From an optimization exercise on the open Yosys and OpenROAD flow, aimed at small area, a short achievable clock period and few clock cycles per item; shortcuts taken in it are not production practice. In this exercise RTL edits were held to simulation tests only and were not proved equivalent to the original. No activity file was given, so power comes from the tool's default toggle rates.

==> inputs of run a <==
==> flow/design.v (excerpt) <==
module accumulator_multiplier
(
    input logic clock, reset,
    input logic [31:0] multiplicand, multiplier,
    output logic [63:0] out,
    output logic done
);
clock: 6.0 ns
lec_check: 0
abc_area: 1
cap_margin: 20
core_margin: 2
core_utilization: 40
setup_slack_margin: 1.0
slew_margin: 20
standard.sh (not shown) runs the stock make flow with config.mk's settings and CLKGATE_MAP_FILE= SYNTH_SCRIPT=/design/flow/synth_recipe.tcl, a recipe that flattens the netlist after the stock synthesis.
==> flow/flow/run.sh <==
#!/bin/bash
# Own layout flow: the standard flow (standard.sh) with two changes.
# 1. Yosys's generic "abc -fast" pre-mapping inside synth is skipped (synth -noabc).
#    It scrambles the full-adder structure of the multiplier tree, so extract_fa then
#    maps the adders with an inverter on nearly every pin. The final ABC mapping and
#    the register set are the standard synthesis's.
# 2. The port buffers are buf_1 cells instead of the slow clkdlybuf4s50_1 that
#    buffer_ports picks by default; every port still gets its buffer.
set -euo pipefail
cd "$(dirname "$0")/.."
sed '1s/-noshare/-noshare -noabc/' synth_recipe.tcl > flow_synth.tcl
sed 's#/synth_recipe\.tcl#/flow_synth.tcl#g' standard.sh > flow_standard.sh
grep -q flow_synth.tcl flow_standard.sh
EXTRA=(BUFFER_PORTS_ARGS="-buffer_cell sky130_fd_sc_hd__buf_1")
bash flow_standard.sh "${EXTRA[@]}" synth > flow_synth.log 2>&1
bash flow_standard.sh "${EXTRA[@]}" finish > flow_layout.log 2>&1
test -s out/final.def
==> run b (differences from run a) <==
Settings changed: CORE_UTILIZATION 40 to 60, SETUP_SLACK_MARGIN 1.0 to 1.45.
==> run c (differences from run a) <==
Settings changed: CORE_UTILIZATION 40 to 70, SETUP_SLACK_MARGIN 1.0 to 1.3.
==> summary of the runs <==
In run b the sequential share of layout area is lower than in run a, by 0.25 points. In run c the die area is lower than in run a, by about 40%. In synthesized cell count, run b and run c do not differ. In synthesized area, run b and run a do not differ. Of run b and run a, run a has the higher clock power (gap about 7%, measured against run a). Final cell count: run c < run b < run a. Between run a and run c, the lower utilization is in run a (gap 33 points). Of run b and run a, run b has the higher combinational power (gap about 7%, measured against run a). The highest fmax belongs to run b, the lowest to run a. Between run a and run c, the lower worst hold slack is in run a (gap 0.19 ns).
==> figures <==
| metric | run c | run b | run a |
|---|---|---|---|
| Result of the run | finished clean | finished clean | finished clean |
| Max Fanout on Critical Path | 19 | 5 | 18 |
| Clock input transition at the sequential cells of the worst setup and hold paths | 0.07 ns | 0.06 ns | 0.06 ns |
| Dpl cells | 2959 | 3041 | 3362 |
| Instance area at placement | 26100 um2 | 26300 um2 | 26700 um2 |
| Total half-perimeter wirelength after legalization and detailed placement | 59000 um | 60600 um | 61800 um |
| Number of logic inverters in the finished layout | 170 | 170 | 169 |
| Arrival @ worst endpoint | 5.01 ns | 3.37 ns | 5.27 ns |
| Number of buffers and inverters on the critical path | 3 | 1 | 3 |
| Clk cell area share | 0.0228 | 0.0206 | 0.0224 |
| Number of global-route vias before repair | 22400 | 21800 | 21300 |
| Portion of total power attributed to sequential cells | 0.110 | 0.109 | 0.114 |
| Post-CTS setup buffer count | 3 | 5 | 0 |
| CP endpoint | r_s935 | out[63] | r_s935 |
| End of the worst hold path | r_pp_0_0 | r_pp_0_0 | r_neg_0 |
| Layout area overhead | 7.20% | 10.2% | 7.28% |
| PwrDens | 622 nW/um2 | 613 nW/um2 | 597 nW/um2 |
| Per-cell via count in the routed design | 7.15 | 6.71 | 6.03 |
| Antenna cell count | 2 | 4 | 1 |
| Total number of vias | 21600 | 20900 | 20500 |
| Clock group share of total power | 0.067 | 0.062 | 0.070 |
Testbench counts of run a, summed over its fixed seeds: cycles 4,800, items 2,400.
Testbench counts of run b, summed over its fixed seeds: cycles 4,800, items 2,400.
Testbench counts of run c, summed over its fixed seeds: cycles 4,800, items 2,400.

* * *

==> inputs of try-onyx <==
accumulator_multiplier, a different RTL version from the one above (not shown whole).
// accumulator_multiplier
module accumulator_multiplier
(
    input logic clock, reset,
    input logic [31:0] multiplicand, multiplier,
    output logic [63:0] out,
    output logic done
);
==> flow/config.mk <==
export PLATFORM = sky130hd
export DESIGN_NAME = accumulator_multiplier
export DESIGN_NICKNAME = accumulator_multiplier
export VERILOG_FILES = /design/flow/design.v
export SDC_FILE = /design/flow/constraint.sdc
export NUM_CORES = 4
export LEC_CHECK = 0
export ABC_AREA = 1
export CAP_MARGIN = 20
export CORE_MARGIN = 2
export CORE_UTILIZATION = 40
export SETUP_SLACK_MARGIN = 1.0
export SLEW_MARGIN = 20
==> flow/constraint.sdc <==
create_clock -name core_clock -period 6.0 [get_ports {clock}]
set_input_delay 1.2000 -clock core_clock [delete_from_list [all_inputs] [get_ports {clock}]]
set_output_delay 1.2000 -clock core_clock [all_outputs]
set_load 0.01 [all_outputs]
Scripts as last shown in full above: flow/flow/run.sh
==> try-quartz (differences from try-onyx) <==
--- a/flow/flow/run.sh
+++ b/flow/flow/run.sh
@@ -6,3 +6,3 @@
 #    the register set are the standard synthesis's.
-# 2. The port buffers are buf_1 cells instead of the slow clkdlybuf4s50_1 that
+# 2. The port buffers are buf_2 cells instead of the slow clkdlybuf4s50_1 that
 #    buffer_ports picks by default; every port still gets its buffer.
@@ -13,3 +13,3 @@
 grep -q flow_synth.tcl flow_standard.sh
-EXTRA=(BUFFER_PORTS_ARGS="-buffer_cell sky130_fd_sc_hd__buf_1")
+EXTRA=(BUFFER_PORTS_ARGS="-buffer_cell sky130_fd_sc_hd__buf_2")
 bash flow_standard.sh "${EXTRA[@]}" synth > flow_synth.log 2>&1
Settings changed: CORE_UTILIZATION 40 to 65, SETUP_SLACK_MARGIN 1.0 to 1.3.
==> try-yarrow (differences from try-onyx) <==
--- a/flow/flow/run.sh
+++ b/flow/flow/run.sh
@@ -6,3 +6,3 @@
 #    the register set are the standard synthesis's.
-# 2. The port buffers are buf_1 cells instead of the slow clkdlybuf4s50_1 that
+# 2. The port buffers are buf_2 cells instead of the slow clkdlybuf4s50_1 that
 #    buffer_ports picks by default; every port still gets its buffer.
@@ -13,3 +13,3 @@
 grep -q flow_synth.tcl flow_standard.sh
-EXTRA=(BUFFER_PORTS_ARGS="-buffer_cell sky130_fd_sc_hd__buf_1")
+EXTRA=(BUFFER_PORTS_ARGS="-buffer_cell sky130_fd_sc_hd__buf_2")
 bash flow_standard.sh "${EXTRA[@]}" synth > flow_synth.log 2>&1
Settings changed: SETUP_SLACK_MARGIN 1.0 to 2.0.
==> run notes <==
| quantity | try-yarrow | try-quartz | try-onyx |
|---|---|---|---|
| Run status | timing/DRC/antenna clean | timing/DRC/antenna clean | timing/DRC/antenna clean |
| Non-clk invs | 176 | 172 | 169 |
| Switch share | 46.9% | 49.6% | 50.6% |
| Pwr Total | 0.0193 W | 0.0166 W | 0.0155 W |
| Global-route usage over all layers | 28.8% | 42.8% | 26.7% |
| Bufs and invs on worst path | 4 | 2 | 4 |
| Total number of vias | 21,600 | 21,300 | 20,300 |
| Grt met1 use | 36.0% | 59.5% | 33.4% |
| Multi-input gate area | 24,100 um^2 | 21,800 um^2 | 21,000 um^2 |
| Leakage power | 13.7 nW | 12.5 nW | 11.8 nW |
| Power in the clock group | 0.00113 W | 0.00112 W | 0.00105 W |
| Setup Buffers After CTS | 151 | 16 | 0 |
| DR WL met3 | 9090 um | 12,300 um | 7840 um |
| Worst path arrival time | 5050 ps | 5050 ps | 5310 ps |
| Worst endpoint required time | 6370 ps | 6340 ps | 6390 ps |
| IR drop worst, VDD | 0.000583 V | 0.000553 V | 0.000345 V |
| Terminating pin of the worst hold path | r_neg_0 | r_pp_1_0 | r_pp_0_0 |
| Clock tree cell share of total cell area | 1.82% | 2.08% | 2.06% |
| Iter 0 DRT Violations | 2,169 | 2,581 | 2,020 |
Testbench counts of try-onyx, summed over its fixed seeds: cycles 4,800, items 2,400.
Testbench counts of try-quartz, summed over its fixed seeds: cycles 4,800, items 2,400.
Testbench counts of try-yarrow, summed over its fixed seeds: cycles 4,800, items 2,400.

* * *

==> run F: inputs <==
accumulator_multiplier, a different RTL version from the one above (not shown whole).
Design accumulator_multiplier, start of the top module:
module accumulator_multiplier
(
    input logic clock, reset,
    input logic [31:0] multiplicand, multiplier,
    output logic [63:0] out,
    output logic done
);
logic r_neg_0;
logic r_pp_0_0;
logic r_pp_0_1;
logic r_s1;
logic r_s363;
logic r_s603;
logic r_s767;
logic r_s887;
logic r_s959;
logic r_c960;
logic r_s961;
logic r_c962;
logic r_s963;
logic r_c964;
logic r_s965;
logic r_c966;
logic r_s967;
logic r_c968;
logic r_s969;
logic r_c970;
logic r_s971;
logic r_c972;
logic r_s973;
logic r_c974;
logic r_s975;
logic r_c976;
logic r_s977;
logic r_c978;
logic r_s979;
logic r_c980;
logic r_s981;
logic r_c982;
logic r_s983;
logic r_c984;
logic r_s985;
logic r_c986;
logic r_s987;
logic r_c988;
logic r_s989;
logic r_c990;
logic r_s991;
logic r_c992;
logic r_s993;
logic r_c994;
logic r_s995;
logic r_c996;
logic r_s997;
logic r_c998;
logic r_s999;
logic r_c1000;
logic r_s1001;
logic r_c1002;
logic r_s1003;
logic r_c1004;
logic r_s1005;
logic r_c1006;
logic r_s1007;
logic r_c1008;
logic r_s1009;
logic r_c1010;
logic r_s1011;
logic r_c1012;
logic r_s1013;
logic r_c1014;
logic r_s1015;
logic r_c1016;
logic r_s1017;
logic r_c1018;
logic r_s1019;
logic r_c1020;
logic r_s1021;
logic r_c1022;
logic r_s1023;
logic r_c1024;
logic r_s1025;
  ...
Settings: LEC_CHECK=0, ABC_AREA=1, CAP_MARGIN=20, CORE_MARGIN=2, CORE_UTILIZATION=40, SETUP_SLACK_MARGIN=1.15, SLEW_MARGIN=20; clock period 6.0 ns.
==> flow/flow/run.sh <==
#!/bin/bash
# Own layout flow: the standard flow (standard.sh) with two changes.
# 1. Yosys's generic "abc -fast" pre-mapping inside synth is skipped (synth -noabc).
#    It scrambles the full-adder structure of the multiplier tree, so extract_fa then
#    maps the adders with an inverter on nearly every pin. The final ABC mapping and
#    the register set are the standard synthesis's.
# 2. The port buffers are buf_1 cells instead of the slow clkdlybuf4s50_1 that
#    buffer_ports picks by default; every port still gets its buffer.
set -euo pipefail
cd "$(dirname "$0")/.."
sed '1s/-noshare/-noshare -noabc/' synth_recipe.tcl > flow_synth.tcl
sed 's#/synth_recipe\.tcl#/flow_synth.tcl#g' standard.sh > flow_standard.sh
grep -q flow_synth.tcl flow_standard.sh
EXTRA=(BUFFER_PORTS_ARGS="-buffer_cell sky130_fd_sc_hd__buf_1")
bash flow_standard.sh "${EXTRA[@]}" synth > flow_synth.log 2>&1
bash flow_standard.sh "${EXTRA[@]}" finish > flow_layout.log 2>&1
test -s out/final.def
==> run B: changes against run F <==
--- a/flow/flow/run.sh
+++ b/flow/flow/run.sh
@@ -11,7 +11,7 @@
 sed '1s/-noshare/-noshare -noabc/' synth_recipe.tcl > flow_synth.tcl
 sed 's#/synth_recipe\.tcl#/flow_synth.tcl#g' standard.sh > flow_standard.sh
 grep -q flow_synth.tcl flow_standard.sh
-EXTRA=(BUFFER_PORTS_ARGS="-buffer_cell sky130_fd_sc_hd__buf_1")
+EXTRA=(BUFFER_PORTS_ARGS="-buffer_cell sky130_fd_sc_hd__buf_1" RECOVER_POWER=100)
 bash flow_standard.sh "${EXTRA[@]}" synth > flow_synth.log 2>&1
 bash flow_standard.sh "${EXTRA[@]}" finish > flow_layout.log 2>&1
 test -s out/final.def
- SETUP_SLACK_MARGIN: 1.15 -> 1.0
==> run X: changes against run F <==
- CORE_UTILIZATION: 40 -> 55
- CTS_BUF_LIST: not set -> sky130_fd_sc_hd__clkbuf_4 sky130_fd_sc_hd__clkbuf_8
- SETUP_SLACK_MARGIN: 1.15 -> 1.0
==> run C: changes against run F <==
- SETUP_SLACK_MARGIN: 1.15 -> 1.0
==> notes <==
Run B completed without violations. Run F ran to the end with no violations. Run X finished clean. Run C ran to the end with no violations. Non-clock buffer count: run B is lower than run X (14). Routed wire length: run F > run B > run X > run C. In run F the cell area is larger than in run B, by 5.8%. In run C the worst hold slack is lower than in run B, by 8.8 ps. In synthesized cell count, run C and run F do not differ.
Testbench counts of run F, summed over its fixed seeds: cycles 4,800, items 2,400.
Testbench counts of run B, summed over its fixed seeds: cycles 4,800, items 2,400.
Testbench counts of run X, summed over its fixed seeds: cycles 4,800, items 2,400.
Testbench counts of run C, summed over its fixed seeds: cycles 4,800, items 2,400.

* * *

==> inputs of exp/quartz <==
accumulator_multiplier with an RTL version that a note above also has.
clock: 6.0 ns
lec_check: 0
abc_area: 1
cap_margin: 20
core_margin: 2
core_utilization: 40
setup_slack_margin: 1.0
slew_margin: 70
==> flow/flow/run.sh <==
#!/bin/bash
# Own layout flow: the standard flow (standard.sh) with two changes.
# 1. Yosys's generic "abc -fast" pre-mapping inside synth is skipped (synth -noabc).
#    It scrambles the full-adder structure of the multiplier tree, so extract_fa then
#    maps the adders with an inverter on nearly every pin. The final ABC mapping and
#    the register set are the standard synthesis's.
# 2. The port buffers are buf_2 cells instead of the slow clkdlybuf4s50_1 that
#    buffer_ports picks by default; every port still gets its buffer.
set -euo pipefail
cd "$(dirname "$0")/.."
sed '1s/-noshare/-noshare -noabc/' synth_recipe.tcl > flow_synth.tcl
sed 's#/synth_recipe\.tcl#/flow_synth.tcl#g' standard.sh > flow_standard.sh
grep -q flow_synth.tcl flow_standard.sh
EXTRA=(BUFFER_PORTS_ARGS="-buffer_cell sky130_fd_sc_hd__buf_2")
bash flow_standard.sh "${EXTRA[@]}" synth > flow_synth.log 2>&1
bash flow_standard.sh "${EXTRA[@]}" finish > flow_layout.log 2>&1
test -s out/final.def
==> exp/sierra: changes against exp/quartz <==
SLEW_MARGIN = 50   (was 70)
==> exp/zinc: changes against exp/quartz <==
CTS_BUF_LIST = sky130_fd_sc_hd__clkbuf_4 sky130_fd_sc_hd__clkbuf_8   (was default)
SLEW_MARGIN = 20   (was 70)
==> notes <==
- exp/sierra completed with no timing, DRC or antenna violations. exp/zinc completed with no timing, DRC or antenna violations. exp/quartz finished with timing, DRC and antenna clean.
- Via count, lowest first: exp/quartz, exp/sierra, exp/zinc.
- The lowest routed wire length belongs to exp/quartz, the highest to exp/zinc.
- Critical path depth: exp/zinc > exp/quartz > exp/sierra.
- Total power: exp/quartz > exp/sierra > exp/zinc.
- The lowest maximum frequency belongs to exp/zinc, the highest to exp/quartz.
- In synthesized area, exp/sierra and exp/zinc do not differ.
- Synthesized cell count is the same in exp/sierra and exp/zinc.
- Combinational power is about the same in exp/sierra and exp/quartz.
==> figures <==
                                                                                  exp/zinc               exp/quartz               exp/sierra
P_int                                                                            0.00768 W                0.00800 W                0.00802 W
Sw Share                                                                             50.0%                    49.2%                    49.0%
Status                                                             complete, no violations  complete, no violations  complete, no violations
Leak pwr                                                                           12.0 nW                  12.1 nW                  12.1 nW
Least setup slack across all paths after layout                                    1030 ps                  1090 ps                  1050 ps
Fraction of power consumed by the clock network                                       5.2%                     7.3%                     7.3%
Global Route met3 Usage                                                              6.94%                    6.94%                    7.06%
DR vias                                                                              20.5k                    20.4k                    20.5k
Number of antenna violations at the first check in global routing                        4                        6                        5
Clock tree root buffer cell                                                       clkbuf_8                clkbuf_16                clkbuf_16
Total setup buffers inserted after CTS                                                   0                        0                        3
Met3 WL post-DR                                                                    8340 um                  8750 um                  8770 um
Global-route met2 utilization                                                        42.5%                    42.8%                    42.3%
Worst Hold Slack                                                                    796 ps                   897 ps                   878 ps
Non-filler cells, final                                                              3,430                    3,434                    3,440
Post-detail-place hpwl                                                           65,700 um                65,900 um                65,700 um
Clock period minus final worst setup slack                                         4970 ps                  4910 ps                  4950 ps
Testbench counts of exp/quartz, summed over its fixed seeds: cycles 4,800, items 2,400.
Testbench counts of exp/sierra, summed over its fixed seeds: cycles 4,800, items 2,400.
Testbench counts of exp/zinc, summed over its fixed seeds: cycles 4,800, items 2,400.

* * *

==> inputs of run E <==
RTL: one of the versions met above, not the one the previous note started from.
export LEC_CHECK = 0
export ABC_AREA = 1
export CAP_MARGIN = 20
export CORE_MARGIN = 2
export CORE_UTILIZATION = 40
export SETUP_SLACK_MARGIN = 1.3
export SLEW_MARGIN = 20
create_clock -name core_clock -period 6.0 [get_ports {clock}]
==> flow/flow/run.sh <==
#!/bin/bash
# Own layout flow: the standard flow (standard.sh) with two changes.
# 1. Yosys's generic "abc -fast" pre-mapping inside synth is skipped (synth -noabc).
#    It scrambles the full-adder structure of the multiplier tree, so extract_fa then
#    maps the adders with an inverter on nearly every pin. The final ABC mapping and
#    the register set are the standard synthesis's.
# 2. The port buffers are buf_1 cells instead of the slow clkdlybuf4s50_1 that
#    buffer_ports picks by default; every port still gets its buffer.
set -euo pipefail
cd "$(dirname "$0")/.."
sed '1s/-noshare/-noshare -noabc/' synth_recipe.tcl > flow_synth.tcl
sed 's#/synth_recipe\.tcl#/flow_synth.tcl#g' standard.sh > flow_standard.sh
grep -q flow_synth.tcl flow_standard.sh
EXTRA=(BUFFER_PORTS_ARGS="-buffer_cell sky130_fd_sc_hd__buf_1")
bash flow_standard.sh "${EXTRA[@]}" synth > flow_synth.log 2>&1
bash flow_standard.sh "${EXTRA[@]}" finish > flow_layout.log 2>&1
test -s out/final.def
==> inputs of run R, as changes to run E <==
Settings changed: SETUP_SLACK_MARGIN 1.3 to 1.2.
==> impl_metrics.yaml <==
power_and_ir_drop:
  peakVddDrop_v: 0.000333
  p_per_area_mw_per_mm2: 616
  p_sw_uw: 8770
  leakage_uw: 0.0119
run_status:
  status: "timing/DRC/antenna clean"
drt:
  via_per_inst: 6.04
critical_path:
  crit_type: "reg2out"
hold_path:
  hold_depth: 3
timing:
  layout_setup_ws_ns: 1.27
the above is filed under run E

==> impl_metrics.yaml <==
critical_path:
  crit_type: "in2reg"
run_status:
  status: "timing/DRC/antenna clean"
power_and_ir_drop:
  peakVddDrop_v: 0.000278
  p_sw_uw: 8630
  leakage_uw: 0.0117
  p_per_area_mw_per_mm2: 607
drt:
  via_per_inst: 6.01
the above is filed under run R

Testbench counts of run E, summed over its fixed seeds: cycles 4,800, items 2,400.
Testbench counts of run R, summed over its fixed seeds: cycles 4,800, items 2,400.

## port drivers added, routing unchanged
How much do the figures lean on ideal ports? The routed layouts below were timed once more, with nothing changed but the port constraints. Step 1: set_driving_cell puts a clkbuf_16 on clock and a buf_2 on each other input, an assumption about the parent block. Step 2 also shifts input and output timing later by t, the mid clock arrival at the registers, as if the neighbouring blocks saw the same clock. Three values: ideal, step 1, step 2; two values: the first two.
run | t (ns) | setup slack, ns | slew at the worst register clock pin (ns)
run a of note 1 | 0.562 | 1.106 / 1.100 / 0.577 | 0.09 / 0.09
run b of note 1 | 0.546 | 1.425 / 1.366 / 0.876 | 0.07 / 0.07
run c of note 1 | 0.528 | 1.337 / 1.327 / 0.817 | 0.07 / 0.07
try-onyx | 0.562 | 1.080 / 0.951 / 0.389 | 0.07 / 0.07
try-quartz | 0.531 | 1.288 / 1.302 / 0.771 | 0.08 / 0.08
try-yarrow | 0.554 | 1.324 / 1.327 / 0.772 | 0.07 / 0.07
run F of note 3 | 0.563 | 1.083 / 1.112 / 0.549 | 0.06 / 0.06
run B of note 3 | 0.557 | 0.546 / 0.587 / 0.029 | 0.06 / 0.06
run X of note 3 | 0.633 | 1.039 / 1.028 / 0.395 | 0.09 / 0.09
run C of note 3 | 0.556 | 1.002 / 1.044 / 0.487 | 0.06 / 0.06
exp/quartz | 0.551 | 1.086 / 1.009 / 0.458 | 0.07 / 0.07
exp/sierra | 0.551 | 1.051 / 0.960 / 0.409 | 0.07 / 0.07
exp/zinc | 0.633 | 1.031 / 0.956 / 0.323 | 0.10 / 0.10
run E | 0.552 | 1.275 / 1.217 / 0.818 | 0.08 / 0.08
run R | 0.554 | 1.236 / 1.254 / 0.699 | 0.09 / 0.09
After both steps every run listed still meets setup and hold. The setup slack of exp/zinc, which loses most, moves by -0.075 ns with the drivers and by -0.708 ns with both steps.
